Background: an optimization exercise with open tools, aiming at small area. Do not read the settings as production practice. At most, simulation tests tie the RTL to the original design; equivalence was not proved. Function not checked in run 2: the RTL went through the layout flow alone. The clock cells of runs 5 and 6 come from the design's own scripts or RTL, not from TritonCTS. The flow treats the clock pin as an ideal source. Dropping or thinning the clock tree relies on that and would not hold on a real chip.

### run.sh
#!/bin/bash
# synth_recipe.tcl (not shown) runs the flow's synth.tcl, then flattens the netlist and writes it again
# the make line also repeats each setting of config.mk as NAME=value (left out here)
make -C /OpenROAD-flow-scripts/flow DESIGN_CONFIG=/design/flow/config.mk WORK_HOME=/design/flow/orfs CLKGATE_MAP_FILE= SYNTH_SCRIPT=/design/flow/synth_recipe.tcl finish
### config.mk
export PLATFORM = sky130hd
export DESIGN_NAME = top_bcd
export DESIGN_NICKNAME = top_bcd
export VERILOG_FILES = /design/flow/design.v
export SDC_FILE = /design/flow/constraint.sdc
export NUM_CORES = 4
export LEC_CHECK = 0
export CAP_MARGIN = 20
export CORE_MARGIN = 2
export CORE_UTILIZATION = 40
export SLEW_MARGIN = 20
### constraint.sdc
create_clock -name core_clock -period 100.0 [get_ports {clk}]
set_input_delay 20.0000 -clock core_clock [delete_from_list [all_inputs] [get_ports {clk}]]
set_output_delay 20.0000 -clock core_clock [all_outputs]
set_load 0.01 [all_outputs]
### design.v
module counter(
    input clk,rst,
    output reg tick_1
);
    reg [26:0]count;
    parameter count_max=27'd99; 
     always@(posedge clk or posedge rst)
     begin
        if(rst)
        begin
            count<=27'd0000_0000;
            tick_1<=1'b0;
        end
        else if(count==count_max) 
        begin
            count<=27'd0000000;
            tick_1<=1'b1;
        end
        else begin
            count<=count+1;
            tick_1<=1'b0;
        end
     end
endmodule
module bcd(
    input wire clk,
    input wire reset,
    input wire button,
    output wire [3:0] tens,
    output wire [3:0] units,
    output wire [3:0] hund,
    output wire [3:0] thous
);
wire tick_1;
counter tick_gen (
        .clk(clk),
        .rst(reset),
        .tick_1(tick_1)
    );
    reg [15:0]count1;
    reg counting_down;
    reg reaction_done;
  always@(posedge clk or posedge reset)
    begin
        if(reset)
        begin   
            count1<=16'd3000;
            counting_down<=1'b1;
            reaction_done<=1'b1;
        end
        else if(tick_1==1'b1)
            begin
                 if(counting_down)
                 begin
                        if(count1==16'd0000)begin
                            counting_down<=1'b0;
                            count1<=16'd0000;
                        end
                        else 
                            count1<=count1-1;
                 end
                 else if(reaction_done)
                 begin
                            if(button==1'b1)
                            begin
                                reaction_done<=1'b0;
                            end
                            else if (count1<16'd9999)
                            begin
                                  count1<=count1+1;
                            end
                 end
        end
    end
   assign thous = (count1 / 1000) % 10;   
assign hund  = (count1 / 100) % 10;    
assign tens  = (count1 / 10) % 10;     
assign units = count1 % 10;            
endmodule
module top_bcd(
input clk,rst,button,
output reg[6:0]seg,
output reg[3:0] an
);
    wire [3:0] tens,units,hund,thous;
    bcd BC1(.clk(clk),.reset(rst),.button(button),.tens(tens),.units(units),.hund(hund),.thous(thous));
    reg [3:0]current_digits;
    reg [9:0] refresh;
    wire [1:0]scan;
    always@(posedge clk or posedge rst)
        if(rst)begin
            refresh<=10'd0;
        end
        else begin
            refresh<=refresh+1'b1;  
        end
     assign scan=refresh[9:8]; 
  always @(*) begin
        case(scan)
            2'b00: begin
                an = 4'b1110;
                current_digits = units;
            end
            2'b01: begin
                an = 4'b1101;
                current_digits = tens;
            end
            2'b10: begin
                an = 4'b1011;
                current_digits = hund;
            end
            2'b11: begin
                an = 4'b0111;
                current_digits = thous;
            end
        endcase
        seg=digit_seg(current_digits);
       end
    function [6:0] digit_seg;
        input [3:0] digit;
        reg  [6:0] seg;
         begin   
            case (digit)
            4'b0001 : seg = 7'b1111001;    
            4'b0010 : seg = 7'b0100100;    
            4'b0011 : seg = 7'b0110000;    
            4'b0100 : seg = 7'b0011001;    
            4'b0101 : seg = 7'b0010010;    
            4'b0110 : seg = 7'b0000010;    
            4'b0111 : seg = 7'b1111000;    
            4'b1000 : seg = 7'b0000000;    
            4'b1001 : seg = 7'b0010000;    
            default : seg = 7'b1000000;    
            endcase
            digit_seg=seg;
        end
   endfunction
endmodule
==> results of run 1 <==
[synthesized netlist by cell type (all sizes together), types with 24 or more instances]
master,n,area share [%]
nor2,444,5.7
nand2,378,4.8
a21oi,334,5.6
o21ai,275,4.6
ha,225,9.4
nand3,194,3.3
xnor2,182,5.3
nor3,176,3.2
inv,131,1.6
a21o,109,2.8
clkbuf,107,1.5
o21a,86,2.2
xor2,84,2.5
buf,82,1.8
nand4,82,1.8
a31oi,76,1.7
a211oi,75,2.3
and2,73,1.6
o211ai,71,1.8
and3,69,1.5
mux2i,68,2.3
nand2b,62,1.3
or3,58,1.3
nor4,52,1.3
or2,51,1.1
mux2,49,1.8
dfrtp,47,3.9
nor2b,45,0.94
o31ai,45,1.1
a21boi,31,0.81
a2111oi,28,1.1
a211o,28,0.83
a31o,25,0.73
o2111ai,25,0.73
o211a,24,0.80
[worst max path at each step]
| stage | start | endpoint | slack, ns | cells after the start |
|---|---|---|---|---|
| after floorplan | refresh[9]$_DFF_PP0_ | seg[0] | 8.45 | 360 |
| after global placement | refresh[9]$_DFF_PP0_ | seg[0] | -0.42 | 317 |
| after detailed placement | refresh[8]$_DFF_PP0_ | seg[3] | -1.36 | 306 |
| after CTS | refresh[9]$_DFF_PP0_ | seg[3] | 0.23 | 313 |
| after global routing | refresh[9]$_DFF_PP0_ | seg[3] | -0.09 | 335 |
| final | refresh[9]$_DFF_PP0_ | seg[3] | 5.56 | 324 |
[through the flow]
| step | setup TNS (ns) | instance area [um^2] | util (%) | setup WS [ns] |
|---|---|---|---|---|
| final | 0 | 31600 | 42.5 | 5.56 |
| after floorplan | 0 | 30000 | - | 8.45 |
| after global routing | -0.210 | 31600 | 42.5 | -0.0859 |
| after detailed placement | -8.86 | 30800 | 41.4 | -1.36 |
| after CTS | 0 | 31000 | 41.7 | 0.226 |
| after global placement | -2.38 | 30800 | 41.4 | -0.425 |
[registers in the layout, summed over array words and instances (netlist names)]
signal,cells
BC1.tick_gen.count,27
BC1.count1,16
refresh,10
BC1.counting_down,1
BC1.reaction_done,1
BC1.tick_gen.tick_1,1
[repair_timing]
action | in CTS | in global routing
gates cloned | 0 | 1
setup buffers | 4 | 35
pin swaps | 1 | 13
gates resized for setup | 8 | 87
endpoints found under the setup margin | 7 | 7
[cell families (layout without fill, tap and decap cells)]
logic type | Yosys count | in the layout | synth area share (%)
flops | 56 | 56 | 4.71
fa+ha+maj | 225 | 225 | 9.39
buf+inv | 323 | 239 | 4.97
mux | 117 | 117 | 4.16
xor+xnor | 266 | 266 | 7.82
other cells | 1 | 16 | 0.0125
simple gates | 1831 | 1832 | 32.0
compound gates | 1537 | 1537 | 36.9
[routing by layer]
layer	vias up	GRT usage (%)
met1	16200	36.5
met3	176	1.84
met4	0	6.74
met5	-	0
met2	1394	40.6
li1	16600	-
[layout make-up]
class                   instances  area (um^2)
multi-input cells            3993        27600
flip-flops and latches         56         1410
fillers                      7811        42700
clock inverters                 3         22.5
clock buffers                   5          125
repair buffers                100          783
inverters                     131          493
well taps                     969         1210
==> results.tsv, run 1 <==
stage	metric	value	unit
timing	fin crit period	94.44	ns
place	number of cells after detailed placement	5209	
setup_path	CP max FO	29	
yosys	Synth Flop Type	dfrtp_1	
global_route	GRT Total Usage	25.4	%
detailed_routing	Iteration-0 DRC Markers	3518	
status	status	finished clean	
global_route	first-pass GRT wire length	166	mm
floorplanning	row count	100	
clock_network	Clock H-tree levels	2	
floorplanning	Starting Density	40.4	%
yosys	share of flip-flops with an asynchronous set or reset	100	%
yosys	Avg Inst Size Synth	6.89	um^2
clock_network	CTS Buffer Depth	2	
detailed_routing	drt wl/cell	19.7	um
clock_network	CTS Buf Count	5	
yosys	Distinct cells, synth	169	
timing	Tightest Pin Transition	1.05	ns
clock_network	Worst-Skew Late Latency	0.31	ns
setup_path	Critical Path RT	80.00	ns
setup_path	kind of critical path	reg -> out	
setup_path	startpoint types	register	
finish	Nets	4515	
finish	most frequent cells in the layout	425 x nor2_1, 365 x nand2_1, 318 x a21oi_1	
floorplanning	Top Ports	14	
finish	layout cells sized above 1	10.3	%
timing	Worst slew margin	29.5	%
place	port bufs	13	
clock_network	CTS tree	built	
min_path	WHS Path Cells	1	
yosys	Mapped Area	0.0300	mm^2
floorplanning	Core Area	0.0743	mm^2
setup_path	Bufs and invs on worst path	25	
finish	P&R area growth vs syn	5.43	%
detailed_routing	met2 WL	45.4	mm
min_path	Worst Hold End	BC1.reaction_done$_DFFE_PP1P_	
yosys	synthesized flop and latch total	56	
detailed_routing	DR vias	34400	
yosys	Syn Inst Count	4356	
timing	Max Clock Skew	0.0171	ns
finish	fin cells	5257	
detailed_routing	DR WL met3	6.65	mm
global_route	vias in the first global route	31300	
global_route	GR Overflow Total	0	
floorplanning	die area	0.0772	mm^2
setup_path	critical path's top delay family	compound AO/OA/AOI/OAI gates	
finish	n_diodes	0	
setup_path	Slowest cell on crit path	or4b_1	
clock_network	clock sink total	56	
timing	Hold WS	0.460	ns
detailed_routing	Routed Antenna Nets	0	
timing	period utilisation layout	94.4	%
min_path	Hold Crit Start	BC1.reaction_done$_DFFE_PP1P_	
global_route	largest net degree at the start of global routing	57	
setup_path	reg2reg end	BC1.count1[5]$_DFFE_PP1P_	
finish	most common cell after layout, fill and taps aside	nor2_1	
place	GP Congestion	0.956	
floorplanning	die height	278	um
setup_path	r2r startpoint	BC1.count1[6]$_DFFE_PP0P_	
clock_network	CTS clock-pin slew for the worst setup and hold paths	0.09	ns
detailed_routing	M1 wire length	48.8	mm
setup_path	Reg2Reg Setup Slack	96.77	ns
clock_network	CTS Hold Buffers Added	0	
detailed_routing	vias per cell	6.54	
setup_path	crit-path max cell delay	0.61	ns
timing	Final Hold Viols	0	
clock_network	Root Buffer	clkbuf_16	
timing	Fmax	0.0106	GHz
detailed_routing	DR top layer	met4	
global_route	initial antenna violation count	0	
place	post-DP HPWL	81.3	mm
yosys	Yosys Warn Count	3	
setup_path	R2R depth	8	
setup_path	CP most frequent cell	ha_1	
detailed_routing	# DRC	0	
setup_path	Setup crit end kind	primary output	
flow_run	Max Cap Viol	0	
min_path	class of the worst hold path	reg -> reg	
timing	final setup vio count	0	
yosys	sequential share of the synthesized area	4.71	%
detailed_routing	total wire length	103	mm
yosys	number of synthesized flops with an enable pin	0	
detailed_routing	TritonRoute pass-1 iters	6	
setup_path	crit path DAT	74.44	ns
timing	final slew viol count	0	
floorplanning	die span in x	278	um
==> run 2, diff against run 1 <==
==> design.v (replaced) <==
module counter(
    input clk, rst,
    output tick_1
);
    reg [6:0] s;
    assign tick_1 = s[6] & s[4] & s[3] & ~s[2] & ~s[1] & s[0];
    wire fb = ~(s[6] ^ s[3]) ^ tick_1;
    always @(posedge clk or posedge rst)
        if (rst) s <= 7'b0011001;
        else     s <= {s[5:0], fb};
endmodule
module bcd(
    input wire clk,
    input wire reset,
    input wire button,
    output wire [15:0] d,
    output wire down
);
    wire tick_1;
    counter tick_gen(.clk(clk), .rst(reset), .tick_1(tick_1));
    reg [3:0] d0, d1, d2, d3;
    reg counting_down, armed;
    assign d = {d3, d2, d1, d0};
    assign down = counting_down;
    wire n0 = d0 == 4'd9;
    wire n1 = d1 == 4'd9;
    wire n2 = d2 == 4'd9;
    wire n3 = d3 == 4'd9;
    wire all9 = n0 & n1 & n2 & n3;
    wire inc = tick_1 & (counting_down | (armed & ~button & ~all9));
    wire e1 = inc & n0;
    wire e2 = e1 & n1;
    wire e3 = e2 & n2;
    always @(posedge clk or posedge reset)
        if (reset) begin
            d0 <= 4'd9; d1 <= 4'd9; d2 <= 4'd9; d3 <= 4'd6;
            counting_down <= 1'b1;
            armed <= 1'b1;
        end else begin
            if (inc) d0 <= n0 ? 4'd0 : d0 + 4'd1;
            if (e1)  d1 <= n1 ? 4'd0 : d1 + 4'd1;
            if (e2)  d2 <= n2 ? 4'd0 : d2 + 4'd1;
            if (e3)  d3 <= n3 ? 4'd0 : d3 + 4'd1;
            if (tick_1 & counting_down & all9) counting_down <= 1'b0;
            if (tick_1 & ~counting_down & button) armed <= 1'b0;
        end
endmodule
module top_bcd(
    input clk, rst, button,
    output reg [6:0] seg,
    output reg [3:0] an
);
    wire [15:0] d;
    wire down;
    bcd BC1(.clk(clk), .reset(rst), .button(button), .d(d), .down(down));
    reg [9:0] refresh;
    always @(posedge clk or posedge rst)
        if (rst) refresh <= 10'd0;
        else     refresh <= refresh + 1'b1;
    wire [1:0] scan = refresh[9:8];
    reg [3:0] digit;
    always @(*) begin
        case (scan)
            2'b00: begin an = 4'b1110; digit = d[3:0];   end
            2'b01: begin an = 4'b1101; digit = d[7:4];   end
            2'b10: begin an = 4'b1011; digit = d[11:8];  end
            default: begin an = 4'b0111; digit = d[15:12]; end
        endcase
        case ({down, digit})
            5'h01, 5'h18: seg = 7'b1111001;
            5'h02, 5'h17: seg = 7'b0100100;
            5'h03, 5'h16: seg = 7'b0110000;
            5'h04, 5'h15: seg = 7'b0011001;
            5'h05, 5'h14: seg = 7'b0010010;
            5'h06, 5'h13: seg = 7'b0000010;
            5'h07, 5'h12: seg = 7'b1111000;
            5'h08, 5'h11: seg = 7'b0000000;
            5'h09, 5'h10: seg = 7'b0010000;
            default:      seg = 7'b1000000;
        endcase
    end
endmodule
==> run 2 against run 1 <==
Effect of this change:
- still clean on timing, DRC and antenna
- sequential share of layout area grew 34 points
- cell count down 94%
- worst setup slack better by 72 ns
==> results.tsv, run 2 <==
stage	metric	value	unit
timing	RSZ-0062 raised after global routing	no	
clock_network	Clock H-tree levels	2	
yosys	post-synthesis simple-gate area fraction	21.9	%
yosys	Yosys Warn Count	3	
finish	largest registers	refresh x10, BC1.tick_gen.s x7	
setup_path	startpoint types	register	
floorplanning	row count	26	
floorplanning	Core Area	0.00507	mm^2
floorplanning	die span in x	76.1	um
setup_path	Setup crit end kind	primary output	
finish	P&R area growth vs syn	11.4	%
status	status	finished clean	
yosys	XOR/XNOR Fraction of Synth Area	8.00	%
detailed_routing	total wire length	3.86	mm
global_route	initial antenna violation count	0	
floorplanning	Starting Density	41.0	%
yosys	Syn Inst Count	207	
global_route	GRT Total Usage	14.9	%
clock_network	CTS Hold Buffers Added	0	
clock_network	post-CTS sizing	0	
yosys	Synth area leader	dfrtp_1	
place	DP Worst Slack	77.50	ns
detailed_routing	Routed Antenna Nets	0	
setup_path	CP max FO	11	
clock_network	total setup buffers inserted after CTS	0	
timing	Hold WS	0.353	ns
yosys	cell types occupying the most area after synthesis	dfrtp_1 26%, dfstp_2 16%, xnor2_1 5.1%	
place	port bufs	13	
detailed_routing	vias per cell	5.32	
timing	Worst slew margin	67.0	%
yosys	synthesized flop and latch total	35	
clock_network	CTS Buf Count	5	
finish	n_diodes	0	
detailed_routing	TritonRoute pass-1 iters	4	
finish	most frequent cells in the layout	22 x dfrtp_1, 17 x nand2_1, 14 x nor2_1	
place	Area after DPL	0.00223	mm^2
detailed_routing	Iteration-0 DRC Markers	102	
flow_run	Max Cap Viol	0	
timing	final setup vio count	0	
finish	max reg flops	10	
finish	layout cells sized above 1	15.5	%
finish	most common cell after layout, fill and taps aside	dfrtp_1	
yosys	mux cell area share after synthesis	6.43	%
place	GP Congestion	0.814	
yosys	Distinct cells, synth	53	
clock_network	Worst-Skew Late Latency	0.28	ns
yosys	Synth top area share	26.5	%
clock_network	Root Buffer	clkbuf_8	
setup_path	crit path DAT	2.79	ns
global_route	GR Overflow Total	0	
yosys	most common cell in the netlist	dfrtp_1	
timing	Setup WS post-layout	77.21	ns
global_route	largest net degree at the start of global routing	36	
finish	Largest Register	refresh	
yosys	post-synthesis adder-cell area fraction	0.601	%
yosys	Mapped Area	0.00208	mm^2
detailed_routing	drt wl/cell	13.3	um
yosys	Synth Flop Type	dfrtp_1	
timing	Final Hold Viols	0	
timing	final slew viol count	0	
finish	Final Instance Area	0.00232	mm^2
clock_network	CTS tree	built	
min_path	class of the worst hold path	reg -> reg	
timing	Tightest Pin Transition	0.491	ns
setup_path	kind of critical path	reg -> out	
timing	Fmax	0.0439	GHz
floorplanning	Top Ports	14	
yosys	top post-synthesis cells by count	22 x dfrtp_1, 17 x nand2_1, 14 x nor2_1	
floorplanning	die area	0.00580	mm^2
global_route	first-pass GRT wire length	6.93	mm
yosys	number of synthesized flops with an enable pin	0	
clock_network	CTS Buffer Depth	2	
timing	Max Clock Skew	0.00321	ns
yosys	sequential share of the synthesized area	42.9	%
timing	TNS Setup	0	ns
detailed_routing	DR vias	1543	
yosys	Avg Inst Size Synth	10.1	um^2
yosys	share of flip-flops with an asynchronous set or reset	100	%
yosys	main combinational cell family by area after synthesis	simple AND/OR/NAND/NOR gates	
floorplanning	die height	76.1	um
place	post-DP HPWL	2.78	mm
yosys	Synth Area in Compound Gates	14.9	%
detailed_routing	# DRC	0	
clock_network	CTS clock-pin slew for the worst setup and hold paths	0.07	ns
clock_network	clock sink total	35	
timing	period utilisation layout	22.8	%
setup_path	Critical Path RT	80.00	ns
global_route	vias in the first global route	1419	
timing	fin crit period	22.79	ns
finish	Nets	223	
## run 2: cells by family (layout without fill, tap and decap cells)
family | count (synthesis) | after routing
compound gates | 42 | 42
xor+xnor | 19 | 19
fa+ha+maj | 1 | 1
buf+inv | 19 | 32
flops | 35 | 35
mux | 8 | 8
simple gates | 83 | 83
## run 2: layer usage
layer	track usage [%]	vias up	share of wire [%]	wire length, um
li1	-	766	-	-
met2	22.7	30	45	1740
met3	3.55	5	4.8	184
met4	4.91	0	1.3	49
met1	21.0	742	49	1880
met5	0	-	0	0
## run 2: per-stage QoR
| stage | utilization [%] | instances |
|---|---|---|
| floorplan | - | 207 |
| global placement | 44.0 | 282 |
| detailed placement | 44.0 | 282 |
| finish | 45.7 | 290 |
| global route | 45.7 | 290 |
| CTS | 45.7 | 290 |
## run 2: area by class of cell
type / instances / area [um^2]
Fill cell: 504 / 2760
Multi-Input combinational cell: 153 / 1080
Sequential cell: 35 / 892
Timing Repair Buffer: 14 / 138
Tap cell: 70 / 87.6
Clock buffer: 6 / 72.6
Inverter: 10 / 37.5
Clock inverter: 2 / 12.5
## run 2: critical path, stage by stage, from the launching register on
cell and delay [ns]:
dfrtp_1 0.57, mux4_2 0.69, nand2b_1 0.25, a21oi_2 0.15
nor3_1 0.06, o31ai_1 0.22, clkdlybuf4s50_1 0.56
## run 2: worst paths after layout
| path | startpoint | to | slack, ns | cells past startpoint |
|---|---|---|---|---|
| max | refresh[8]$_DFF_PP0_ | seg[3] | 77.21 | 6 |
| min | BC1.tick_gen.s[5]$_DFF_PP0_ | BC1.tick_gen.s[6]$_DFF_PP0_ | 0.35 | 0 |
| max reg2reg | BC1.d0[3]$_DFFE_PP1P_ | BC1.d3[1]$_DFFE_PP1P_ | 97.92 | 5 |
| min reg2reg | BC1.tick_gen.s[5]$_DFF_PP0_ | BC1.tick_gen.s[6]$_DFF_PP0_ | 0.35 | 0 |
| max in group asynchronous | rst | BC1.d2[3]$_DFFE_PP1P_ | 79.55 | 3 |
| min in group asynchronous | rst | BC1.tick_gen.s[1]$_DFF_PP0_ | 20.11 | 3 |
==> run 3, diff against run 2 <==
==> design.v (replaced) <==
module counter(
    input clk, rst,
    output tick_1
);
    reg [6:0] s;
    assign tick_1 = s[6] & s[4] & s[3] & ~s[2] & ~s[1] & s[0];
    wire fb = ~(s[6] ^ s[3]) ^ tick_1;
    always @(posedge clk or posedge rst)
        if (rst) s <= 7'b0011001;
        else     s <= {s[5:0], fb};
endmodule
module bcd_digit(
    input clk, reset,
    input e,                 
    output reg [3:0] d,
    output nine
);
    parameter [3:0] INIT = 4'd9;
    wire a = e & d[0];
    assign nine = d[3] & d[0];    
    always @(posedge clk or posedge reset)
        if (reset) d <= INIT;
        else begin
            d[0] <= d[0] ^ e;
            d[1] <= d[1] ^ (a & ~d[3]);
            d[2] <= d[2] ^ (a & d[1]);
            d[3] <= a ? (~d[3] & d[1] & d[2]) : d[3];
        end
endmodule
module bcd(
    input wire clk,
    input wire reset,
    input wire button,
    output wire [15:0] d,
    output wire down
);
    wire tick_1;
    counter tick_gen(.clk(clk), .rst(reset), .tick_1(tick_1));
    reg counting_down, armed;
    assign down = counting_down;
    wire n0, n1, n2, n3;
    wire all9 = n0 & n1 & n2 & n3;
    wire inc = tick_1 & (counting_down | (armed & ~button & ~all9));
    wire e1 = inc & n0;
    wire e2 = e1 & n1;
    wire e3 = e2 & n2;
    bcd_digit #(4'd9) u0(.clk(clk), .reset(reset), .e(inc), .d(d[3:0]),   .nine(n0));
    bcd_digit #(4'd9) u1(.clk(clk), .reset(reset), .e(e1),  .d(d[7:4]),   .nine(n1));
    bcd_digit #(4'd9) u2(.clk(clk), .reset(reset), .e(e2),  .d(d[11:8]),  .nine(n2));
    bcd_digit #(4'd6) u3(.clk(clk), .reset(reset), .e(e3),  .d(d[15:12]), .nine(n3));
    always @(posedge clk or posedge reset)
        if (reset) begin
            counting_down <= 1'b1;
            armed <= 1'b1;
        end else begin
            if (tick_1 & counting_down & all9) counting_down <= 1'b0;
            if (tick_1 & ~counting_down & button) armed <= 1'b0;
        end
endmodule
module top_bcd(
    input clk, rst, button,
    output [6:0] seg,
    output [3:0] an
);
    wire [15:0] d;
    wire down;
    bcd BC1(.clk(clk), .reset(rst), .button(button), .d(d), .down(down));
    reg [7:0] r;
    reg [1:0] scan;
    wire z = ~|r[6:0];
    wire fb = r[7] ^ r[5] ^ r[4] ^ r[3] ^ z;
    wire wrap = r[7] & z;        
    always @(posedge clk or posedge rst)
        if (rst) begin
            r <= 8'd0;
            scan <= 2'd0;
        end else begin
            r <= {r[6:0], fb};
            scan[0] <= scan[0] ^ wrap;
            scan[1] <= scan[1] ^ (wrap & scan[0]);
        end
    assign an[0] = ~(~scan[1] & ~scan[0]);
    assign an[1] = ~(~scan[1] &  scan[0]);
    assign an[2] = ~( scan[1] & ~scan[0]);
    assign an[3] = ~( scan[1] &  scan[0]);
    wire [3:0] v = (d[3:0] | {4{an[0]}}) & (d[7:4] | {4{an[1]}})
                 & (d[11:8] | {4{an[2]}}) & (d[15:12] | {4{an[3]}});
    wire [3:0] x;
    assign x[0] = v[0] ^ down;
    assign x[1] = v[1];
    assign x[2] = v[2] ^ (down & v[1]);
    assign x[3] = down ? ~(v[3] | v[2] | v[1]) : v[3];
    reg [6:0] s;
    always @(*)
        case (x)
            4'd1: s = 7'b1111001;
            4'd2: s = 7'b0100100;
            4'd3: s = 7'b0110000;
            4'd4: s = 7'b0011001;
            4'd5: s = 7'b0010010;
            4'd6: s = 7'b0000010;
            4'd7: s = 7'b1111000;
            4'd8: s = 7'b0000000;
            4'd9: s = 7'b0010000;
            4'd0: s = 7'b1000000;
            default: s = 7'bx;
        endcase
    assign seg = s;
endmodule
==> flow/run.sh (new file) <==
#!/bin/bash
bash standard.sh > standard.log 2>&1
==> standard.sh (new file) <==
#!/bin/bash
# synth_recipe.tcl (not shown) runs the flow's synth.tcl, then flattens the netlist and writes it again
# the make line also repeats each setting of config.mk as NAME=value (left out here)
make -C /OpenROAD-flow-scripts/flow DESIGN_CONFIG=/design/flow/config.mk WORK_HOME=/design/flow/orfs CLKGATE_MAP_FILE= SYNTH_SCRIPT=/design/flow/synth_recipe.tcl "${@:-finish}"
removed: run.sh
==> run 3 against run 2 <==
Effect of this change:
- still clean on timing, DRC and antenna
- core utilization grew 2.5 points
- synthesized area shrank 14%
- die area fell by 13%
- final area is 10% lower
- critical path depth rose by 1
- cell count down 25%
- clock-buffer cell count unchanged
- register-to-register slack improved by 0.02 ns
- clock skew up 0.0040 ns
- flip-flop and latch count unchanged
- critical endpoint unchanged
- largest cell class is now registers
==> results.tsv, run 3 <==
stage	metric	value	unit
clock_network	Root Buffer	clkbuf_8	
floorplanning	row count	24	
timing	Tightest Pin Transition	0.441	ns
floorplanning	Top Ports	14	
clock_network	CTS clock-pin slew for the worst setup and hold paths	0.07	ns
clock_network	CTS Buffer Depth	2	
detailed_routing	vias per cell	5.26	
place	GP Congestion	0.845	
yosys	share of flip-flops with an asynchronous set or reset	100	%
yosys	number of synthesized flops with an enable pin	0	
floorplanning	Starting Density	41.5	%
yosys	sequential share of the synthesized area	49.7	%
place	port bufs	13	
clock_network	Clock H-tree levels	2	
detailed_routing	Iteration-0 DRC Markers	37	
detailed_routing	DR top layer	met4	
finish	Largest Register	r	
place	post-DP HPWL	2.43	mm
yosys	Synth Flop Type	dfrtp_1	
global_route	initial antenna violation count	0	
timing	Worst slew margin	70.4	%
yosys	most common cell in the netlist	dfrtp_1	
global_route	vias in the first global route	1213	
timing	TNS Setup	0	ns
min_path	class of the worst hold path	reg -> reg	
status	status	finished clean	
yosys	Distinct cells, synth	45	
finish	max reg flops	8	
finish	most common cell after layout, fill and taps aside	dfrtp_1	
global_route	GRT Total Usage	14.4	%
setup_path	Critical Path RT	80.00	ns
finish	most frequent cells in the layout	22 x dfrtp_1, 13 x dfstp_2, 13 x clkdlybuf4s50_1	
setup_path	crit path DAT	3.15	ns
detailed_routing	DR vias	1147	
setup_path	kind of critical path	reg -> out	
finish	n_diodes	0	
timing	Fmax	0.0432	GHz
detailed_routing	total wire length	3.20	mm
yosys	top post-synthesis cells by count	22 x dfrtp_1, 13 x dfstp_2, 12 x nand2_1	
detailed_routing	met2 WL	1.61	mm
yosys	Mapped Area	0.00180	mm^2
detailed_routing	Routed Antenna Nets	0	
timing	final slew viol count	0	
finish	largest registers	r x8, BC1.tick_gen.s x7	
timing	Final Hold Viols	0	
yosys	Synth area leader	dfrtp_1	
clock_network	clock sink total	35	
clock_network	CTS tree	built	
timing	fin crit period	23.15	ns
detailed_routing	TritonRoute pass-1 iters	4	
timing	RSZ-0062 raised after global routing	no	
finish	Core Util, Final	48.2	%
yosys	cell types occupying the most area after synthesis	dfrtp_1 31%, dfstp_2 19%, ha_1 7.7%	
setup_path	critical path's top delay family	multiplexers	
floorplanning	die height	71.0	um
timing	period utilisation layout	23.2	%
detailed_routing	M1 wire length	1.43	mm
floorplanning	die area	0.00504	mm^2
detailed_routing	# DRC	0	
clock_network	CTS Buf Count	5	
setup_path	crit-path max cell delay	0.67	ns
setup_path	CP max FO	9	
detailed_routing	drt wl/cell	14.7	um
detailed_routing	DR WL met3	100	um
finish	P&R area growth vs syn	16.1	%
setup_path	Slowest cell on crit path	mux4_1	
finish	layout cells sized above 1	21.7	%
clock_network	total setup buffers inserted after CTS	0	
yosys	synthesized flop and latch total	35	
yosys	Avg Inst Size Synth	12.1	um^2
setup_path	Setup crit end kind	primary output	
setup_path	Reg2Reg Setup Slack	97.94	ns
global_route	first-pass GRT wire length	5.62	mm
flow_run	Max Cap Viol	0	
global_route	largest net degree at the start of global routing	35	
yosys	Syn Inst Count	148	
clock_network	CTS Hold Buffers Added	0	
finish	Nets	179	
setup_path	ordered list of cells on the worst path	mux4_1 -> xnor2_1 -> ha_1 -> inv_1 -> mux2i_1 -> o221ai_1 -> clkdlybuf4s50_1	
setup_path	startpoint types	register	
setup_path	Bufs and invs on worst path	2	
global_route	GR Overflow Total	0	
clock_network	post-CTS sizing	0	
floorplanning	Core Area	0.00432	mm^2
yosys	Synth top area share	30.7	%
timing	Max Clock Skew	0.00722	ns
timing	final setup vio count	0	
finish	# fillers	413	
yosys	Yosys Warn Count	5	
clock_network	Worst-Skew Late Latency	0.28	ns
floorplanning	die span in x	71.0	um
run 3: cell count changes after synthesis, sizes merged, moves of 5 or more:
cell | previous run | this run
ha | 1 | 11
a21oi | 13 | 4
nand2 | 17 | 12
nor2 | 14 | 4
xor2 | 7 | 2
nand3 | 11 | 3
run 3: layer usage:
| layer | vias to the layer above | GRT usage (%) |
|---|---|---|
| li1 | 554 | - |
| met1 | 568 | 17.6 |
| met2 | 17 | 23.7 |
| met3 | 8 | 3.99 |
| met4 | 0 | 6.50 |
| met5 | - | 0 |
run 3: kinds of logic after synthesis:
logic type | share of synthesized area, %
simple gates | 15.1
flops | 49.7
compound gates | 8.92
xor+xnor | 6.27
buf+inv | 3.21
fa+ha+maj | 7.67
mux | 9.13
run 3: final cells by class:
class	count	area [um^2]	area share [%]
Clock inverter	2	35.0	1.68
Sequential cell	35	892	42.8
Clock buffer	6	82.6	3.96
Multi-Input combinational cell	102	846	40.6
Inverter	7	26.3	1.26
Tap cell	52	65.1	3.12
Timing Repair Buffer	14	138	6.60
run 3: metrics by stage:
stage / instance area (um^2) / instances / setup WS (ns) / hold slack [ns]
final: 2080 / 218 / 76.85 / 0.364
after global routing: 2080 / 218 / 76.63 / 0.373
after floorplan: 1800 / 148 / 77.92 / 0.331
after detailed placement: 1970 / 210 / 77.16 / 0.354
after global placement: 1970 / 210 / 77.31 / 0.338
after CTS: 2080 / 218 / 76.83 / 0.370
run 3: worst paths after layout:
check,cells past startpoint,from,end
hold / removal,0,BC1.tick_gen.s[5]$_DFF_PP0_,BC1.tick_gen.s[6]$_DFF_PP0_
setup reg to reg,7,BC1.tick_gen.s[0]$_DFF_PP1_,BC1.u3.d[3]$_DFFE_PP0N_
hold reg to reg,0,BC1.tick_gen.s[5]$_DFF_PP0_,BC1.tick_gen.s[6]$_DFF_PP0_
max in group asynchronous,3,rst,BC1.u1.d[0]$_DFF_PP1_
setup / recovery,7,scan[0]$_DFF_PP0_,seg[3]
min in group asynchronous,2,rst,BC1.armed$_DFFE_PP1P_
run 3: worst reg2reg max path: stages, from the launching register on:
cell	delay (ns)
dfstp_2	0.53
nor4bb_1	0.33
nand3_1	0.21
nor3_1	0.27
and3_1	0.19
ha_1	0.19
nand2b_1	0.10
o21ai_0	0.16
==> run 4, diff against run 3 <==
==> flow/run.sh (replaced) <==
#!/bin/bash
# Own layout flow: the standard ORFS flow with three changes
#  - ABC maps the logic with an area-oriented script (flow/area.abc); the
#    rest of the synthesis (and so every register) is the standard flow's own
#  - input and output ports are buffered with buf_1
#  - CTS builds the tree from a small buffer list, without dummy loads
# Each tool's output goes to standard.log; ORFS's own logs are under orfs/.
set -uo pipefail
W=$PWD
F=$W/flow
{
  echo 'proc abc {args} {'
  echo '  set i [lsearch -exact $args -script]'
  echo "  if {\$i >= 0} { lset args [expr {\$i + 1}] $F/area.abc }"
  echo '  yosys abc {*}$args'
  echo '}'
  cat $W/synth_recipe.tcl
} > $W/my_synth.tcl
CTS="-sink_clustering_enable -repair_clock_nets -dont_use_dummy_load"
[ -f $F/cts_args ] && CTS=$(cat $F/cts_args)
bash $W/standard.sh SYNTH_SCRIPT=$W/my_synth.tcl \
  "BUFFER_PORTS_ARGS=-buffer_cell sky130_fd_sc_hd__buf_1" \
  "CTS_ARGS=$CTS" finish > $W/standard.log 2>&1
==> flow/area.abc (new file) <==
&get -n; &st; &dch -f; &nf -R 1000; &put; topo
==> flow/cts_args (new file) <==
-sink_clustering_enable -repair_clock_nets -dont_use_dummy_load -buf_list sky130_fd_sc_hd__clkbuf_8 -sink_clustering_size 50 -sink_clustering_max_diameter 500
==> run 4 against run 3 <==
Effect of this change:
- die area down 13%
- critical path type unchanged
- still clean
- flip-flop and latch count unchanged
- final area down 17%
- worst setup slack better by 0.36 ns
==> results.tsv, run 4 <==
stage	metric	value	unit
status	status	finished clean	
setup_path	ordered list of cells on the worst path	or2_0 -> o22a_1 -> o221ai_1 -> clkinv_1 -> nand2_1 -> xor2_1 -> o21ai_0 -> a21oi_1 -> buf_1	
global_route	first-pass GRT wire length	4.94	mm
clock_network	total setup buffers inserted after CTS	0	
finish	layout cells sized above 1	12.6	%
yosys	Synth area leader	dfrtp_1	
global_route	initial antenna violation count	0	
setup_path	R2R depth	8	
yosys	main combinational cell family by area after synthesis	simple AND/OR/NAND/NOR gates	
yosys	XOR/XNOR Fraction of Synth Area	9.64	%
flow_run	Max Cap Viol	0	
clock_network	CTS tree	built	
yosys	share of flip-flops with an asynchronous set or reset	100	%
clock_network	post-CTS sizing	0	
yosys	Yosys Warn Count	5	
finish	# fillers	361	
timing	fin crit period	22.79	ns
floorplanning	row count	22	
detailed_routing	M1 wire length	1.30	mm
detailed_routing	total wire length	2.83	mm
finish	fin cells	199	
floorplanning	Starting Density	41.9	%
timing	Fmax	0.0439	GHz
place	port bufs	13	
finish	Core Util, Final	46.7	%
setup_path	crit path DAT	2.79	ns
timing	Final Hold Viols	0	
place	number of cells after detailed placement	194	
clock_network	CTS Hold Buffers Added	0	
finish	multi-input combinational cell area	629	um^2
global_route	vias in the first global route	1042	
place	post-DP HPWL	2.03	mm
yosys	Synth top area share	35.7	%
setup_path	CP max FO	6	
timing	Tightest Pin Transition	0.581	ns
timing	TNS Setup	0	ns
setup_path	crit path from	scan[1]$_DFF_PP0_	
global_route	GR Overflow Total	0	
floorplanning	die area	0.00437	mm^2
finish	most common cell after layout, fill and taps aside	dfrtp_1	
yosys	Syn Inst Count	133	
global_route	GRT Total Usage	15.5	%
floorplanning	die height	66.1	um
clock_network	clock sink total	35	
yosys	synthesized flop and latch total	35	
setup_path	Bufs and invs on worst path	2	
finish	Largest Register	r	
setup_path	critical path's top delay family	compound AO/OA/AOI/OAI gates	
clock_network	Worst-Skew Late Latency	0.29	ns
timing	Worst slew margin	61.3	%
timing	final setup vio count	0	
finish	max reg flops	8	
detailed_routing	met2 WL	1.36	mm
setup_path	r2r startpoint	BC1.tick_gen.s[3]$_DFF_PP1_	
setup_path	Critical Path RT	80.00	ns
clock_network	Clock H-tree levels	2	
setup_path	crit-path max cell delay	0.42	ns
yosys	Mapped Area	0.00154	mm^2
yosys	mux cell area share after synthesis	0	%
detailed_routing	# DRC	0	
floorplanning	die span in x	66.1	um
finish	n_diodes	0	
yosys	number of synthesized flops with an enable pin	0	
timing	period utilisation layout	22.8	%
finish	most frequent cells in the layout	22 x dfrtp_1, 13 x dfstp_2, 13 x xnor2_1, 13 x buf_1, 11 x ha_1	
yosys	most common cell in the netlist	dfrtp_1	
setup_path	Slowest cell on crit path	dfrtp_1	
detailed_routing	drt wl/cell	14.2	um
detailed_routing	DR top layer	met4	
yosys	Synth Flop Type	dfrtp_1	
setup_path	kind of critical path	reg -> out	
detailed_routing	DR vias	1015	
global_route	largest net degree at the start of global routing	36	
floorplanning	Core Area	0.00369	mm^2
clock_network	CTS clock-pin slew for the worst setup and hold paths	0.06	ns
finish	FF+latch area	892	um^2
min_path	class of the worst hold path	reg -> reg	
setup_path	Setup crit end kind	primary output	
yosys	post-synthesis simple-gate area fraction	12.8	%
timing	final slew viol count	0	
finish	largest registers	r x8, BC1.tick_gen.s x7	
yosys	post-synthesis adder-cell area fraction	8.91	%
detailed_routing	Routed Antenna Nets	0	
timing	Max Clock Skew	0.0198	ns
setup_path	reg2reg end	BC1.u3.d[3]$_DFFE_PP0N_	
setup_path	startpoint types	register	
timing	RSZ-0062 raised after global routing	no	
finish	P&R area growth vs syn	11.6	%
detailed_routing	vias per cell	5.10	
detailed_routing	TritonRoute pass-1 iters	4	
place	GP Congestion	0.761	
yosys	Avg Inst Size Synth	11.6	um^2
yosys	top post-synthesis cells by count	22 x dfrtp_1, 13 x dfstp_2, 13 x xnor2_1	
yosys	Distinct cells, synth	20	
detailed_routing	DR WL met3	106	um
setup_path	Critical Path End	seg[5]	
setup_path	critical path depth	9	
clock_network	Root Buffer	clkbuf_8	
clock_network	CTS Buf Count	5	
yosys	cell types occupying the most area after synthesis	dfrtp_1 36%, dfstp_2 22%, ha_1 8.9%	
floorplanning	Top Ports	14	
yosys	Synth Area in Compound Gates	9.40	%
setup_path	Reg2Reg Setup Slack	97.77	ns
finish	Nets	167	
clock_network	CTS Buffer Depth	2	
detailed_routing	Iteration-0 DRC Markers	39	
yosys	sequential share of the synthesized area	57.8	%
-- run 4: changes by cell type in the layout (fill, tap and decap cells not counted), moves of 5 or more --
cell and delta:
a21oi_1 +6, buf_1 +13, clkdlybuf4s50_1 -13, clkinv_1 +5, inv_1 -7, o22ai_1 +6
-- run 4: cells by family (layout without fill, tap and decap cells) --
logic type | Yosys count | in the layout
buffers and inverters | 6 | 24
adder cells (fa/ha/maj) | 11 | 11
AO/OA/AOI/OAI | 25 | 25
AND/OR/NAND/NOR | 39 | 39
XOR/XNOR | 17 | 17
flip-flops | 35 | 35
-- run 4: worst min-delay path by stage --
stage | to | cells after the start | start
after floorplan | BC1.tick_gen.s[6]$_DFF_PP0_ | 0 | BC1.tick_gen.s[5]$_DFF_PP0_
after global placement | BC1.tick_gen.s[6]$_DFF_PP0_ | 0 | BC1.tick_gen.s[5]$_DFF_PP0_
after detailed placement | BC1.tick_gen.s[6]$_DFF_PP0_ | 0 | BC1.tick_gen.s[5]$_DFF_PP0_
after CTS | BC1.tick_gen.s[6]$_DFF_PP0_ | 0 | BC1.tick_gen.s[5]$_DFF_PP0_
after global routing | BC1.tick_gen.s[6]$_DFF_PP0_ | 0 | BC1.tick_gen.s[5]$_DFF_PP0_
final | BC1.tick_gen.s[6]$_DFF_PP0_ | 0 | BC1.tick_gen.s[5]$_DFF_PP0_
-- run 4: layout make-up --
type / count / area share, %
Sequential cell: 35 / 51.8
Multi-Input combinational cell: 92 / 36.5
Clock buffer: 5 / 3.99
Tap cell: 48 / 3.49
Timing Repair Buffer: 13 / 2.83
Inverter: 6 / 1.38
-- run 4: routing by layer --
| layer | track usage [%] | vias up |
|---|---|---|
| li1 | - | 496 |
| met3 | 5.79 | 6 |
| met4 | 6.89 | 0 |
| met1 | 18.4 | 495 |
| met5 | 0 | - |
| met2 | 24.9 | 18 |
-- run 4: worst register-to-register path: cells and delay by family, from the launching register on --
| family | cells | cell delay, ns |
|---|---|---|
| fa+ha+maj | 1 | 0.18 |
| compound gates | 2 | 0.44 |
| flops | 1 | 0.56 |
| simple gates | 5 | 0.96 |
-- run 4: metrics by stage --
| step | instance area (um^2) | setup WS, ns | hold WS [ns] |
|---|---|---|---|
| floorplan | 1540 | 77.91 | 0.331 |
| global placement | 1650 | 77.80 | 0.333 |
| detailed placement | 1650 | 77.57 | 0.337 |
| CTS | 1720 | 77.22 | 0.351 |
| global route | 1720 | 76.99 | 0.355 |
| finish | 1720 | 77.21 | 0.348 |
==> run 5, diff against run 4 <==
==> flow/run.sh (replaced) <==
#!/bin/bash
# Own layout flow: the standard ORFS flow (standard.sh) with these changes
#  - ABC maps the logic with an area-oriented script (flow/area.abc); the
#    rest of the synthesis, and so every register, is the standard flow's own
#  - input and output ports are buffered with buf_1
#  - the clock tree is a few clock buffers fed straight from the clock port,
#    each driving a cluster of registers (flow/kbuf.tcl, flow/pre_cts.tcl)
# settings come from flow/settings.sh. Each tool's output goes to standard.log
# in this folder; ORFS's own per-step logs are under orfs/logs.
set -uo pipefail
W=$PWD
F=$W/flow
export MY_FLOW_DIR=$F
MY_CLKBUF=sky130_fd_sc_hd__clkbuf_8
MY_NCLKBUF=3
EXTRA=()
[ -f $F/settings.sh ] && source $F/settings.sh
export MY_CLKBUF MY_NCLKBUF
{
  echo 'proc abc {args} {'
  echo '  set i [lsearch -exact $args -script]'
  echo "  if {\$i >= 0} { lset args [expr {\$i + 1}] $F/area.abc }"
  echo '  yosys abc {*}$args'
  echo '}'
  cat $W/synth_recipe.tcl
} > $W/my_synth.tcl
bash $W/standard.sh SYNTH_SCRIPT=$W/my_synth.tcl \
  "BUFFER_PORTS_ARGS=-buffer_cell sky130_fd_sc_hd__buf_1" \
  PRE_CTS_TCL=$F/pre_cts.tcl "${EXTRA[@]}" finish > $W/standard.log 2>&1
==> flow/kbuf.tcl (new file) <==
proc kbuf_clock_tree {cell k} {
  set block [ord::get_db_block]
  set clk_net [$block findNet clk]
  set master [[ord::get_db] findMaster $cell]
  set pts {}
  foreach it [$clk_net getITerms] {
    set bb [[$it getInst] getBBox]
    lappend pts [list $it [expr {([$bb xMin] + [$bb xMax]) / 2}] [expr {([$bb yMin] + [$bb yMax]) / 2}]]
  }
  set pts [lsort -integer -index 1 $pts]
  set n [llength $pts]
  # initial centres: spread along x
  set cs {}
  for {set j 0} {$j < $k} {incr j} {
    set p [lindex $pts [expr {int(($j + 0.5) * $n / $k)}]]
    lappend cs [list [lindex $p 1] [lindex $p 2]]
  }
  for {set iter 0} {$iter < 20} {incr iter} {
    set groups {}
    for {set j 0} {$j < $k} {incr j} { lappend groups {} }
    foreach p $pts {
      set best 0; set bd 1e30
      for {set j 0} {$j < $k} {incr j} {
        set c [lindex $cs $j]
        set d [expr {abs([lindex $p 1] - [lindex $c 0]) + abs([lindex $p 2] - [lindex $c 1])}]
        if {$d < $bd} { set bd $d; set best $j }
      }
      lset groups $best [concat [lindex $groups $best] [list $p]]
    }
    set cs {}
    foreach g $groups {
      set sx 0; set sy 0
      foreach p $g { set sx [expr {$sx + [lindex $p 1]}]; set sy [expr {$sy + [lindex $p 2]}] }
      set m [llength $g]
      if {$m == 0} { set m 1 }
      lappend cs [list [expr {$sx / $m}] [expr {$sy / $m}]]
    }
  }
  for {set j 0} {$j < $k} {incr j} {
    set g [lindex $groups $j]
    if {[llength $g] == 0} { continue }
    set inst [odb::dbInst_create $block $master clkbuf_leaf_$j]
    set net [odb::dbNet_create $block clknet_leaf_$j]
    $net setSigType CLOCK
    foreach p $g {
      set it [lindex $p 0]
      $it disconnect
      $it connect $net
    }
    [$inst findITerm A] connect $clk_net
    [$inst findITerm X] connect $net
    set c [lindex $cs $j]
    $inst setLocation [lindex $c 0] [lindex $c 1]
    $inst setPlacementStatus PLACED
    puts "kbuf_clock_tree: $cell $j drives [llength $g] clock pins"
  }
}
==> flow/pre_cts.tcl (new file) <==
# Replaces TritonCTS for this small design: see kbuf.tcl.
source $::env(MY_FLOW_DIR)/kbuf.tcl
rename clock_tree_synthesis _tritoncts_unused
proc clock_tree_synthesis {args} {
  kbuf_clock_tree $::env(MY_CLKBUF) $::env(MY_NCLKBUF)
  set_propagated_clock [all_clocks]
}
==> flow/settings.sh (new file) <==
MY_CLKBUF=sky130_fd_sc_hd__clkbuf_8
MY_NCLKBUF=3
EXTRA=(ADDER_MAP_FILE=)
--- a/config.mk
+++ b/config.mk
@@ -8,4 +8,5 @@
 export CAP_MARGIN = 20
 export CORE_MARGIN = 2
-export CORE_UTILIZATION = 40
+export CORE_UTILIZATION = 70
+export PLACE_DENSITY = 0.8
 export SLEW_MARGIN = 20
removed: flow/cts_args
==> run 5 against run 4 <==
Effect of this change:
- still clean on timing, DRC and antenna
- hold slack better by 0.019 ns
- worst setup slack improved by 0.45 ns
- core utilization rose by 35 points
- cell count is 7.5% lower
- die area down 43%
- global-route usage rose by 11 points
==> results.tsv, run 5 <==
stage	metric	value	unit
place	port bufs	13	
setup_path	kind of critical path	reg -> out	
floorplanning	row count	16	
yosys	Syn Inst Count	140	
detailed_routing	Routed Antenna Nets	0	
finish	n_diodes	0	
setup_path	Setup crit end kind	primary output	
yosys	mux cell area share after synthesis	0	%
timing	period utilisation layout	22.3	%
global_route	initial antenna violation count	0	
yosys	main combinational cell family by area after synthesis	simple AND/OR/NAND/NOR gates	
global_route	first-pass GRT wire length	5.16	mm
setup_path	Critical Path End	seg[6]	
detailed_routing	met2 WL	1.44	mm
clock_network	CTS Hold Buffers Added	0	
setup_path	Reg2Reg Setup Slack	97.45	ns
floorplanning	die height	49.9	um
flow_run	Max Cap Viol	0	
timing	Fmax	0.0448	GHz
finish	most common cell after layout, fill and taps aside	nor2_1	
min_path	class of the worst hold path	reg -> reg	
setup_path	startpoint types	register	
yosys	Synth Area in Compound Gates	6.28	%
yosys	Yosys Warn Count	5	
place	post-DP HPWL	2.15	mm
floorplanning	die span in x	49.9	um
detailed_routing	DR vias	1106	
yosys	Synth top area share	37.3	%
yosys	number of synthesized flops with an enable pin	0	
timing	RSZ-0062 raised after global routing	no	
timing	fin crit period	22.35	ns
yosys	synthesized flop and latch total	35	
timing	Worst slew margin	58.0	%
floorplanning	Starting Density	74.4	%
finish	Core Util, Final	82.1	%
finish	most frequent cells in the layout	23 x nor2_1, 22 x dfrtp_1, 16 x nand2_1	
detailed_routing	M1 wire length	1.21	mm
clock_network	total setup buffers inserted after CTS	0	
setup_path	reg2reg end	BC1.u3.d[3]$_DFFE_PP0N_	
yosys	share of flip-flops with an asynchronous set or reset	100	%
finish	layout cells sized above 1	10.8	%
detailed_routing	# DRC	0	
clock_network	CTS clock-pin slew for the worst setup and hold paths	0.09	ns
timing	Max Clock Skew	0.0259	ns
status	status	finished clean	
place	number of cells after detailed placement	181	
finish	Nets	162	
timing	final setup vio count	0	
detailed_routing	Iteration-0 DRC Markers	22	
clock_network	Worst-Skew Late Latency	0.15	ns
yosys	post-synthesis adder-cell area fraction	0	%
floorplanning	die area	0.00249	mm^2
place	Area after DPL	0.00159	mm^2
setup_path	crit path DAT	2.35	ns
yosys	Distinct cells, synth	25	
setup_path	CP max FO	6	
yosys	cell types occupying the most area after synthesis	dfrtp_1 37%, dfstp_2 23%, xnor2_1 5.9%	
finish	largest registers	r x8, BC1.tick_gen.s x7	
detailed_routing	TritonRoute pass-1 iters	4	
detailed_routing	total wire length	2.86	mm
yosys	Mapped Area	0.00148	mm^2
setup_path	crit path from	scan[0]$_DFF_PP0_	
detailed_routing	drt wl/cell	15.5	um
finish	Final Instance Area	0.00163	mm^2
yosys	Synth area leader	dfrtp_1	
yosys	XOR/XNOR Fraction of Synth Area	11.3	%
timing	Tightest Pin Transition	0.626	ns
yosys	most common cell in the netlist	nor2_1	
detailed_routing	DR WL met3	164	um
global_route	GRT Total Usage	26.7	%
yosys	Synth Flop Type	dfrtp_1	
finish	max reg flops	8	
clock_network	post-CTS sizing	0	
detailed_routing	vias per cell	6.01	
timing	Hold WS	0.367	ns
place	GP Congestion	0.835	
floorplanning	Top Ports	14	
global_route	vias in the first global route	1119	
finish	Largest Register	r	
global_route	GR Overflow Total	0	
yosys	Avg Inst Size Synth	10.5	um^2
timing	TNS Setup	0	ns
timing	final slew viol count	0	
yosys	post-synthesis simple-gate area fraction	21.2	%
floorplanning	Core Area	0.00198	mm^2
setup_path	R2R depth	9	
finish	fin cells	184	
yosys	sequential share of the synthesized area	60.5	%
timing	Final Hold Viols	0	
yosys	top post-synthesis cells by count	23 x nor2_1, 22 x dfrtp_1, 16 x nand2_1	
setup_path	r2r startpoint	BC1.tick_gen.s[3]$_DFF_PP1_	
global_route	largest net degree at the start of global routing	20	
setup_path	Critical Path RT	80.00	ns
finish	P&R area growth vs syn	10.3	%
detailed_routing	DR top layer	met4	
run 5: cell types whose count changed after synthesis, moves of 5 or more:
cell / change
a21oi_1: -5
nand2_1: +7
nor2_1: +15
nand2b_1: -6
ha_1: -11
xor2_1: +5
nand3_1: +8
run 5: kinds of logic (layout without fill, tap and decap cells):
logic type / after synthesis / count (layout)
compound gates: 15 / 15
xor+xnor: 19 / 19
buf+inv: 3 / 20
flops: 35 / 35
simple gates: 68 / 68
run 5: worst max-delay path, cell delays in order (launching register included):
cell and delay (ns):
dfrtp_1 0.44, or2_0 0.28, o22ai_1 0.13, or3_1 0.39
nor2_1 0.15, xnor2_1 0.22, o21bai_1 0.21, nand2_1 0.10
a21oi_1 0.12, buf_1 0.16
run 5: routing by layer:
| metal | global-route usage (%) | up-vias |
|---|---|---|
| met5 | 0 | - |
| met4 | 3.24 | 0 |
| met3 | 3.64 | 6 |
| met2 | 46.7 | 33 |
| met1 | 36.7 | 555 |
| li1 | - | 512 |
run 5: stage by stage:
stage / worst slack [ns]
2_1_floorplan: 78.01
3_3_place_gp: 77.99
3_5_place_dp: 77.86
4_1_cts: 77.68
5_1_grt: 77.40
6_report: 77.65
run 5: how the worst min path moves through the flow:
stage,startpoint,end,slack [ns],cells after the start
2_1_floorplan,BC1.tick_gen.s[5]$_DFF_PP0_,BC1.tick_gen.s[6]$_DFF_PP0_,0.33,0
3_3_place_gp,BC1.tick_gen.s[5]$_DFF_PP0_,BC1.tick_gen.s[6]$_DFF_PP0_,0.34,0
3_5_place_dp,r[1]$_DFF_PP0_,r[2]$_DFF_PP0_,0.36,0
4_1_cts,BC1.tick_gen.s[5]$_DFF_PP0_,BC1.tick_gen.s[6]$_DFF_PP0_,0.37,0
5_1_grt,BC1.tick_gen.s[5]$_DFF_PP0_,BC1.tick_gen.s[6]$_DFF_PP0_,0.39,0
6_report,BC1.tick_gen.s[5]$_DFF_PP0_,BC1.tick_gen.s[6]$_DFF_PP0_,0.37,0
run 5: cell type report:
class,count,area [um^2]
buffer,3,41.3
fill,123,355
inverter,3,11.3
multi-input combinational,102,572
sequential,35,892
tap,27,33.8
timing repair buffer,14,76.3
==> run 6, diff against run 5 <==
--- a/config.mk
+++ b/config.mk
@@ -8,5 +8,4 @@
 export CAP_MARGIN = 20
 export CORE_MARGIN = 2
-export CORE_UTILIZATION = 70
-export PLACE_DENSITY = 0.8
+export CORE_UTILIZATION = 40
 export SLEW_MARGIN = 20
==> run 6 against run 5 <==
Effect of this change:
- global-route usage shrank 13 points
- critical path depth is the same
- sequential share of layout area is the same
- flip-flop and latch count is the same
- routed wire length shrank 8.3%
==> results.tsv, run 6 <==
stage	metric	value	unit
yosys	Mapped Area	0.00148	mm^2
yosys	Synth top area share	37.3	%
flow_run	Max Cap Viol	0	
floorplanning	Core Area	0.00361	mm^2
yosys	Synth area leader	dfrtp_1	
yosys	synthesized flop and latch total	35	
timing	final slew viol count	0	
setup_path	Critical Path RT	80.00	ns
setup_path	Slowest cell on crit path	dfrtp_1	
yosys	number of synthesized flops with an enable pin	0	
global_route	vias in the first global route	1064	
setup_path	CP max FO	6	
min_path	Hold Crit Start	BC1.tick_gen.s[5]$_DFF_PP0_	
setup_path	crit-path max cell delay	0.43	ns
finish	Nets	161	
setup_path	reg2reg end	BC1.u3.d[3]$_DFFE_PP0N_	
setup_path	startpoint types	register	
global_route	M2 GR Usage	23.8	%
finish	max reg flops	8	
detailed_routing	total wire length	2.62	mm
yosys	Syn Inst Count	140	
detailed_routing	vias per cell	5.09	
clock_network	post-CTS sizing	0	
global_route	met1 Use GR	19.1	%
yosys	Yosys Warn Count	5	
finish	most frequent cells in the layout	23 x nor2_1, 22 x dfrtp_1, 16 x nand2_1	
yosys	most common cell in the netlist	nor2_1	
setup_path	R2R depth	9	
timing	final setup vio count	0	
setup_path	crit path from	scan[0]$_DFF_PP0_	
finish	P&R area growth vs syn	10.3	%
finish	most common cell after layout, fill and taps aside	nor2_1	
detailed_routing	DR vias	1039	
timing	Final Hold Viols	0	
yosys	top post-synthesis cells by count	23 x nor2_1, 22 x dfrtp_1, 16 x nand2_1	
timing	Worst slew margin	58.9	%
timing	fin crit period	22.35	ns
floorplanning	row count	22	
min_path	Worst Hold End	BC1.tick_gen.s[6]$_DFF_PP0_	
timing	Tightest Pin Transition	0.610	ns
yosys	cell types occupying the most area after synthesis	dfrtp_1 37%, dfstp_2 23%, xnor2_1 5.9%	
floorplanning	die area	0.00419	mm^2
clock_network	Worst-Skew Late Latency	0.15	ns
clock_network	CTS clock-pin slew for the worst setup and hold paths	0.09	ns
timing	TNS Setup	0	ns
yosys	Synth Flop Type	dfrtp_1	
detailed_routing	Iteration-0 DRC Markers	48	
finish	layout cells sized above 1	10.9	%
setup_path	crit path DAT	2.35	ns
floorplanning	die span in x	64.7	um
floorplanning	die height	64.7	um
timing	period utilisation layout	22.3	%
floorplanning	Top Ports	14	
global_route	first-pass GRT wire length	4.74	mm
setup_path	kind of critical path	reg -> out	
global_route	GRT Total Usage	13.6	%
min_path	WHS Path Cells	0	
detailed_routing	TritonRoute pass-1 iters	4	
detailed_routing	# DRC	0	
place	port bufs	13	
status	status	finished clean	
setup_path	Setup crit end kind	primary output	
yosys	share of flip-flops with an asynchronous set or reset	100	%
finish	Largest Register	r	
global_route	GR Overflow Total	0	
finish	largest registers	r x8, BC1.tick_gen.s x7	
timing	Max Clock Skew	0.0268	ns
yosys	Distinct cells, synth	25	
yosys	sequential share of the synthesized area	60.5	%
place	post-DP HPWL	1.97	mm
setup_path	ordered list of cells on the worst path	or2_0 -> o22ai_1 -> or3_1 -> nor2_1 -> xnor2_1 -> o21bai_1 -> nand2_1 -> a21oi_1 -> buf_1	
yosys	Avg Inst Size Synth	10.5	um^2
finish	n_diodes	0	
global_route	largest net degree at the start of global routing	36	
global_route	global routing's busiest layer	met2	
place	GP Congestion	0.837	
setup_path	Reg2Reg Setup Slack	97.66	ns
floorplanning	Starting Density	40.9	%
clock_network	total setup buffers inserted after CTS	0	
timing	Hold WS	0.362	ns
global_route	grt met3 use	1.04	%
detailed_routing	Routed Antenna Nets	0	
timing	RSZ-0062 raised after global routing	no	
setup_path	r2r startpoint	BC1.tick_gen.s[3]$_DFF_PP1_	
detailed_routing	drt wl/cell	12.8	um
clock_network	CTS Hold Buffers Added	0	
min_path	class of the worst hold path	reg -> reg	
timing	Fmax	0.0448	GHz
global_route	initial antenna violation count	0	
-- run 6: critical path: cells and delay by family (launching register included) --
family	cells	cell delay (ns)
simple gates	4	0.92
compound gates	3	0.48
flops	1	0.43
xor+xnor	1	0.22
buf+inv	1	0.16
-- run 6: logic make-up (layout without fill, tap and decap cells) --
logic type / count (synthesis) / in the layout / share of synthesized area (%)
compound gates: 15 / 15 / 6.28
xor+xnor: 19 / 19 / 11.3
buf+inv: 3 / 19 / 0.763
flops: 35 / 35 / 60.5
simple gates: 68 / 68 / 21.2
-- run 6: metrics by stage --
step	instance area [um^2]	setup WS, ns	utilization [%]	instances
after global routing	1630	77.43	45.1	204
after CTS	1630	77.67	45.1	204
after floorplan	1480	78.01	-	140
after detailed placement	1590	77.83	44.0	201
after global placement	1580	77.99	43.9	201
final	1630	77.66	45.1	204
-- run 6: routing by layer --
| layer | vias to the layer above | share of wire [%] |
|---|---|---|
| met1 | 502 | 48 |
| met5 | - | 0 |
| met2 | 22 | 47 |
| li1 | 511 | - |
| met3 | 4 | 3.6 |
| met4 | 0 | 1.3 |
-- run 6: layout make-up --
type                       count  area [um^2]
timing repair buffer          13         48.8
multi-input combinational    102          572
buffer                         3         41.3
fill                         362         1980
sequential                    35          892
inverter                       3         12.5
tap                           48         60.1
-- run 6: worst max-delay path by stage --
stage             end  slack (ns)  cells past startpoint
2_1_floorplan  seg[1]       78.01                      7
3_3_place_gp   seg[6]       77.99                      9
3_5_place_dp   seg[5]       77.83                      9
4_1_cts        seg[5]       77.67                      9
5_1_grt        seg[5]       77.43                      9
6_report       seg[6]       77.66                      9

separate check: timing with driven ports:
Ports are ideal in the flow. The routed layouts listed here were re-timed in OpenROAD. Step 1 assumes that a clkbuf_16 drives the clock port and a buf_2 every other input. Step 2 also shifts input and output timing later by t, the mid clock arrival at the registers, as if the neighbouring blocks saw the same clock. Slacks: ideal ports / drivers / drivers and shift; pairs: ideal ports / drivers.
run | t, ns | slack for setup (ns) | latest minus earliest clock arrival (ns)
run 1 | 0.371 | 5.561 / 5.496 / 5.867 | 0.018 / 0.018
run 2 | 0.306 | 77.214 / 77.190 / 77.496 | 0.003 / 0.003
run 3 | 0.303 | 76.850 / 76.825 / 77.128 | 0.007 / 0.007
run 4 | 0.304 | 77.206 / 77.181 / 77.485 | 0.020 / 0.020
run 5 | 0.183 | 77.654 / 77.607 / 77.790 | 0.026 / 0.026
run 6 | 0.180 | 77.655 / 77.610 / 77.791 | 0.026 / 0.027
After both steps every run listed still meets setup and hold.
